Background: an optimization exercise with open tools, aiming at small area. Do not read the settings as production practice.
The RTL was checked by simulation tests, not by an equivalence proof against the original design.
Power is estimated from default activity; no workload was simulated.

## red
==> flow/design.v (excerpt) <==
module top_wrapper (
    input  wire       clk,
    input  wire       rst_n,
    input  wire       start_sample,
    input  wire       din1,
    output wire       cs_n,
    output wire       sclk,
    output wire       dac_sclk,
    output wire       dac_cs,
    output wire       dac_mosi,
    output wire       tx
);
  wire rst = !rst_n;
  reg  [8:0] lf;
  reg        sc;
  wire       term = (lf == 9'd364);
  wire       E    = term & !sc;
  always @(posedge clk) begin
    if (rst | term) lf <= 9'd0;
    else            lf <= {lf[7:0], ~(lf[8] ^ lf[4])};
    if (rst)        sc <= 1'b0;
    else if (term)  sc <= ~sc;
  end
  assign sclk     = sc;
  assign dac_sclk = sc;
  reg  [4:0] as;
  reg        db;                  
  reg  [3:0] hn;                  
  wire adc_w1 = (as == 5'd17);
  wire adc_w2 = (as == 5'd18);
  wire adc_sh = (as[4:3] == 2'b00 && as[3:0] != 4'd0) || as[4:3] == 2'b01;  
  always @(posedge clk) begin
    if (rst) as <= 5'd31;
    else if (E) begin
      if (as == 5'd19 || (as == 5'd31 && !start_sample)) as <= 5'd31;
      else as <= as + 5'd1;
    end
    if (E) db <= din1;
  end
  assign cs_n = as[4];
  reg [4:0] ds;
  always @(posedge clk) begin
    if (rst) ds <= 5'd17;
    else if (E) begin
      if (ds == 5'd17) ds <= start_sample ? 5'd31 : 5'd17;
      else ds <= ds + 5'd1;
    end
  end
  assign dac_cs   = ds[4];
  assign dac_mosi = !ds[4] & (ds[3] | ds[2]);
  reg       ug, ux;       
  reg [8:0] sr;           
  reg       txr;
  reg  [3:0] w;
  ...
Settings: LEC_CHECK=0, CAP_MARGIN=20, CORE_MARGIN=2, CORE_UTILIZATION=40, CTS_BUF_LIST=sky130_fd_sc_hd__clkbuf_8, CTS_CLUSTER_DIAMETER=150, CTS_CLUSTER_SIZE=50, SLEW_MARGIN=20; clock period 10.0 ns.
run.sh (not shown) runs the stock make flow with config.mk's settings and CLKGATE_MAP_FILE= SYNTH_SCRIPT=/design/flow/synth_recipe.tcl, a recipe that flattens the netlist after the stock synthesis.
### red -> blue
Settings: CTS_CLUSTER_SIZE: 50 -> unset; CTS_BUF_LIST: sky130_fd_sc_hd__clkbuf_8 -> unset; CTS_CLUSTER_DIAMETER: 150 -> unset.
==> flow/flow/run.sh (new file) <==
#!/bin/bash
# Standard layout, with clock tree synthesis options of our own.
set -euo pipefail
export CTS_ARGS="-sink_clustering_enable -repair_clock_nets -dont_use_dummy_load -buf_list sky130_fd_sc_hd__clkbuf_8 -sink_buffer_max_cap_derate 0.3"
bash standard.sh > standard.log 2>&1
==> flow/standard.sh (new file) <==
#!/bin/bash
# synth_recipe.tcl (not shown) runs the flow's synth.tcl, then flattens the netlist and writes it again
# the make line also repeats each setting of config.mk as NAME=value (left out here)
make -C /OpenROAD-flow-scripts/flow DESIGN_CONFIG=/design/flow/config.mk WORK_HOME=/design/flow/orfs CLKGATE_MAP_FILE= SYNTH_SCRIPT=/design/flow/synth_recipe.tcl "${@:-finish}"
removed: flow/run.sh
## What came out
In the metrics for blue and red, the one carrying the higher standby leakage power is red.
Comparing blue and red, the lower global-route met3 utilization was measured on red.
blue against red: summed area of non-filler cells in the final layout went down by 3.3%, setup slack went down by 0.0084 ns, fmax was more or less identical, die outline area was more or less identical.
Edits applied to the flow inputs when going from blue to green:
==> flow/run.sh (new file) <==
#!/bin/bash
# synth_recipe.tcl (not shown) runs the flow's synth.tcl, then flattens the netlist and writes it again
# the make line also repeats each setting of config.mk as NAME=value (left out here)
make -C /OpenROAD-flow-scripts/flow DESIGN_CONFIG=/design/flow/config.mk WORK_HOME=/design/flow/orfs CLKGATE_MAP_FILE= SYNTH_SCRIPT=/design/flow/synth_recipe.tcl finish
removed: flow/flow/run.sh
removed: flow/standard.sh
Findings:
green ended with every stage complete and zero timing, DRC or antenna violations. Changes observed in green relative to blue: final worst-path setup slack has increased; final critical delay including setup and external delays went down by 0.0033 ns; total via count in the routed design moved up. Critical path depth: blue vs green identical.
What orange does differently from green at the input level:
==> flow/flow/run.sh (new file) <==
#!/bin/bash
# Standard layout, with clock tree synthesis told not to add dummy loads.
set -euo pipefail
export CTS_ARGS="-sink_clustering_enable -repair_clock_nets -dont_use_dummy_load -buf_list sky130_fd_sc_hd__clkbuf_8 -sink_clustering_size 30 -sink_clustering_max_diameter 100"
bash standard.sh > standard.log 2>&1
==> flow/standard.sh (new file) <==
#!/bin/bash
# synth_recipe.tcl (not shown) runs the flow's synth.tcl, then flattens the netlist and writes it again
# the make line also repeats each setting of config.mk as NAME=value (left out here)
make -C /OpenROAD-flow-scripts/flow DESIGN_CONFIG=/design/flow/config.mk WORK_HOME=/design/flow/orfs CLKGATE_MAP_FILE= SYNTH_SCRIPT=/design/flow/synth_recipe.tcl "${@:-finish}"
removed: flow/run.sh
Results
orange -> green: total stage count of the critical path delta 0, exact match
When the final numbers for orange and green were put side by side, the final-layout worst hold slack turned out to be smaller in orange.
The final core utilization of orange falls short of that of green by 3.1 points.
Compared orange against green; reg-to-reg setup timing slack within noise.
The count of different cell masters after synthesis of green and that of orange are within noise of each other.
Compared with green, orange degrades final critical-path required period.
Higher count of clock-net buffers in the final layout was reported by green, not orange.
[inputs] purple vs orange
Settings: an added CTS_CLUSTER_DIAMETER of 100; an added CTS_CLUSTER_SIZE of 30; an added CTS_BUF_LIST of sky130_fd_sc_hd__clkbuf_8.
==> flow/run.sh (new file) <==
#!/bin/bash
# synth_recipe.tcl (not shown) runs the flow's synth.tcl, then flattens the netlist and writes it again
# the make line also repeats each setting of config.mk as NAME=value (left out here)
make -C /OpenROAD-flow-scripts/flow DESIGN_CONFIG=/design/flow/config.mk WORK_HOME=/design/flow/orfs CLKGATE_MAP_FILE= SYNTH_SCRIPT=/design/flow/synth_recipe.tcl finish
removed: flow/flow/run.sh
removed: flow/standard.sh
Results
In purple relative to orange, final instance area had gone up by a few percent. Summary of purple over orange: slew at the pin with the worst max-slew slack fell by 0.0054 ns; clock-buffer cell count shows an increase of 3. Power: purple draws more than orange. Compared with orange, in purple top fanout value on the critical path now smaller, hold slack now larger, part of the power in the clock network now larger. The more densely filled core belongs to purple, not orange. Relative to orange, max-slew headroom at the worst pin has increased by 0.36 points in purple. Per the final summary, orange finished and its layout is clean on timing, DRC and antenna. purple finished all stages; the layout is clean. Switching portion of total power: purple vs orange up 0.53 points.

## separate check: timing with driven ports
In the flow no input, the clock included, has a driving cell. The finished layouts below were timed again as built, in two steps.
Step 1, drivers: a clkbuf_16 drives clk and a buf_2 each remaining input, both assumed.
Step 2, shift: input delay + t, output delay - t, t = (earliest + latest rising clock arrival at the registers) / 2. This alone moves slack from input paths to output paths.
Slacks: ideal ports / drivers / drivers and shift; pairs: ideal ports / drivers.
run	t (ns)	setup slack, ns	clock arrival spread, ns	worst slew at a driven data input, ns
red	0.456	6.459 / 6.428 / 6.026	0.010 / 0.010	0.03
blue	0.448	6.450 / 6.447 / 6.012	0.024 / 0.025	0.03
green	0.449	6.453 / 6.453 / 6.022	0.014 / 0.015	0.03
orange	0.448	6.450 / 6.447 / 6.012	0.024 / 0.025	0.03
purple	0.456	6.459 / 6.428 / 6.026	0.010 / 0.010	0.03
After both steps setup and hold are still met in every run listed.
